This design comes from an exercise in tuning for small area on the open sky130 flow, not from production work.
In this exercise RTL edits were held to simulation tests only and were not proved equivalent to the original.

== run a ==
Design top, start of the top module:
module top (
    input clk,
    input mode,
    input song,
    input plus,
    input minus,
    input rst,
    input set,
    input refer,
    input player1,
    input player2,
    output reg [8:0] rope,
    output reg [1:0] sel,
    output reg [1:0] ledr,
    output reg [1:0] ledg,
    output [1:0] ledb,
    output [3:0] ledop,
    output [7:0] segdata1,
    output [7:0] segdata0,
    output [7:0] seg,
    output [7:0] sel8,
    output reg ledplayer1,
    output reg ledplayer2,
    output reg buzzer,
    output reg round_indicator_1,
    output reg round_indicator_2
);
Settings: LEC_CHECK=0, ABC_AREA=1, ABC_CLOCK_PERIOD_IN_PS=1000000, CAP_MARGIN=20, CORE_MARGIN=2, CORE_UTILIZATION=40, CTS_CLUSTER_DIAMETER=100, CTS_CLUSTER_SIZE=25, PLACE_DENSITY=0.6, SLEW_MARGIN=20; clock period 10.0 ns.
standard.sh (not shown) runs the stock make flow with config.mk's settings and CLKGATE_MAP_FILE= SYNTH_SCRIPT=/design/flow/synth_recipe.tcl, a recipe that flattens the netlist after the stock synthesis.
==> flow/flow/run.sh <==
#!/bin/bash
# The standard layout (the standard.sh, unchanged synthesis) with three
# changes: after synthesis every combinational cell gets the smallest drive
# strength of its function (flow/downsize.tcl; placement's repair step sizes
# up again where needed), the port buffers are sky130_fd_sc_hd__buf_1 cells,
# and clock tree synthesis inserts no dummy loads. Each tool's output is kept
# in a log file here.
set -euo pipefail
export BUFFER_PORTS_ARGS="-buffer_cell sky130_fd_sc_hd__buf_1"
export CTS_ARGS="-sink_clustering_enable -repair_clock_nets -sink_clustering_size 25 -sink_clustering_max_diameter 100 -dont_use_dummy_load"
bash ./standard.sh synth > standard_synth.log 2>&1
DOWNSIZE_DIR="$(pwd)/orfs/results/sky130hd/top/base" openroad -no_init -exit flow/downsize.tcl > downsize.log 2>&1
bash ./standard.sh > standard.log 2>&1
==> flow/flow/downsize.tcl <==
# Give every combinational cell of the synthesized netlist the smallest drive
# strength of its function (drive _1, else _0). Flip-flops, clock cells and
# the platform's low-power cells are left alone. Placement's repair step
# upsizes or buffers again wherever slew or capacitance needs it.
set results $::env(DOWNSIZE_DIR)
read_db $results/1_synth.odb
set db [ord::get_db]
set block [ord::get_db_block]
set swapped 0
foreach inst [$block getInsts] {
  set m [[$inst getMaster] getName]
  if {![regexp {^sky130_fd_sc_hd__(.+)_([0-9]+)$} $m -> f d]} { continue }
  if {$d <= 1} { continue }
  if {[regexp {^(df|edf|sdf|sedf|dl|clk|conb|tap|fill|decap|diode|lpflow|probe|ebuf|einv)} $f]} { continue }
  foreach s {1 0} {
    set nm [$db findMaster sky130_fd_sc_hd__${f}_$s]
    if {$nm ne "NULL" && $nm ne ""} {
      $inst swapMaster $nm
      incr swapped
      break
    }
  }
}
puts "downsize: swapped $swapped instances"
write_db $results/1_synth.odb
Input-level comparison between run b and run a:
--- a/flow/design.v
+++ b/flow/design.v
@@ -53,15 +53,14 @@
 reg [3:0] score1, score2;
 reg [3:0] win;
 reg [1:0] rnd_pend;         
 reg       rnd_inc_d;        
 reg [4:0] seck_d;            
 reg       sec_up_d, sec_dn_d;    
+reg [3:0] sr1, sr0;          
 reg [3:0] sr1_d, sr0_d;      
-reg       sr_load_d;         
-reg       sr_tick_d;         
 reg [1:0] cntdownsec;
 reg [3:0] buzzer_gameover_8;
 reg       ledb_r;
 reg       insetting_d;       
 reg       act_d;             
 reg [3:0] sd0, sd1;          
@@ -111,16 +110,12 @@
 breath_gen #(.N(15), .W(4), .T2(3), .LAST(4'h8)) bfast(.clk(clk), .init(st_init), .lt(fast_lt), .gt(fast_gt));
 always @(posedge clk) begin
     mid_lt_d <= mid_lt;
     mid_gt_d <= mid_gt;
 end
 playsongs bgm(.clk(clk), .rst(gameoverflag), .song(song_pulse), .buzzer(playsong));
-wire [3:0] sr1 = sr_load_d ? {1'b0, seck_d[4:1]} :
-                 (sr_tick_d && sr0_d == 4'd0) ? sr1_d - 1'b1 : sr1_d;
-wire [3:0] sr0 = sr_load_d ? (seck_d[0] ? 4'd5 : 4'd0) :
-                 !sr_tick_d ? sr0_d : (sr0_d == 4'd0) ? 4'd9 : sr0_d - 1'b1;
 wire secreg_zero = (sr1 == 4'd0) && (sr0 == 4'd0);
 wire p1won = (score1 == win);
 wire p2won = (score2 == win);
 wire rope_left  = rope[0] | rope[1] | rope[2] | rope[3];
 wire rope_right = rope[5] | rope[6] | rope[7] | rope[8];
 always @(posedge clk or negedge rst)
@@ -236,18 +231,24 @@
         if (p1_12000) cntdownsec <= cntdownsec - 1'b1;
     end
     else cntdownsec <= 2'd3;
 end
 always @(posedge clk)
 begin
-    sr_load_d <= st_cd;
-    sr_tick_d <= st_game & cd_12000;
     case (current_state)
     init: countdown_1Hz <= 14'd0;
+    counting_down: begin
+        sr1 <= {1'b0, seck_d[4:1]};
+        sr0 <= seck_d[0] ? 4'd5 : 4'd0;
+    end
     gaming: begin
-        if (cd_12000) countdown_1Hz <= 14'd0;
+        if (cd_12000) begin
+            countdown_1Hz <= 14'd0;
+            if (sr0 == 4'd0) begin sr0 <= 4'd9; sr1 <= sr1 - 1'b1; end
+            else sr0 <= sr0 - 1'b1;
+        end
         else countdown_1Hz <= cd_next;
     end
     default: ;
     endcase
 end
 always @(posedge clk)
@@ -673,13 +674,12 @@
     input rst,
     input song,
     output reg buzzer
 );
 reg [7:0] hcnt;      
 reg       ph;        
-reg       on;        
 reg [4:0] cnt1;      
 reg [6:0] cnt2;      
 reg [1:0] flag;      
 reg [2:0] note;      
 reg [7:0] hlast;     
 reg [7:0] hlast2;    
@@ -859,39 +859,35 @@
 always @(posedge clk or negedge rst)
 begin
     if (!rst) begin
         flag   <= 2'b00;
         hcnt   <= 0;
         ph     <= 1'b0;
-        on     <= 1'b1;
         cnt1   <= 0;
         cnt2   <= 0;
         buzzer <= 1'b0;
     end
     else begin
         if (song) flag <= flag + 1'b1;
         if (flag == 2'b11 || song) begin
             hcnt <= 0;
             ph   <= 1'b0;
-            on   <= 1'b1;
             cnt1 <= 0;
             cnt2 <= 0;
         end
         else begin
             if (hend) hcnt <= 0;
             else              hcnt <= {hcnt[6:0], ~(hcnt[7] ^ hcnt[5] ^ hcnt[4] ^ hcnt[3])};
             if (hend) ph <= ~ph;
             if (end0) begin
                 if (end1) cnt1 <= 0;
                 else      cnt1 <= cnt1 + 1'b1;
-                if (end1) on <= 1'b1;
-                else if (cnt1 == cishu_div - 1'b1) on <= 1'b0;
             end
             if (end0 && end1) begin
                 if (cnt2 == last) cnt2 <= 0;
                 else              cnt2 <= cnt2 + 1'b1;
             end
         end
-        buzzer <= (note != 3'd0) && on && ph;
+        buzzer <= (note != 3'd0) && (cnt1 < cishu_div) && ph;
     end
 end
 endmodule
Notes after the runs:
Run b against run a: worst slack at placement increased by 210 ps relative to the old numbers, post-synthesis instance total picked up an extra 0.54%, critical path depth fell 3, via count up 113, maximum clock rate +5.7%. NOTE global-route wire length before repair run a->run b increased slightly. Run b vs run a: chip area estimate from yosys synthesis up slightly.

[static timing again, ports no longer ideal]
Ports are ideal in the flow. The routed layouts listed here were re-timed in OpenROAD.
Step 1 (the two cells are an assumption about what drives the block):
set clk [get_ports {clk}]
set_driving_cell -lib_cell sky130_fd_sc_hd__clkbuf_16 $clk
set_driving_cell -lib_cell sky130_fd_sc_hd__buf_2 [delete_from_list [all_inputs] $clk]
Step 2 also shifts input and output timing later by t, the mid clock arrival at the registers, as if the neighbouring blocks saw the same clock.
a / b / c = no drivers / after step 1 / after step 2; a / b = the first two.
run	t (ns)	setup slack, ns	worst hold slack (ns)	slew at the worst register clock pin (ns)	cell pins on the clock port's net
run a	0.546	5.593 / 5.593 / 5.593	0.315 / 0.315 / 0.315	0.11 / 0.11	1
run b	0.547	5.830 / 5.830 / 5.830	0.273 / 0.273 / 0.273	0.11 / 0.11	1
After both steps setup and hold are still met in every run listed.
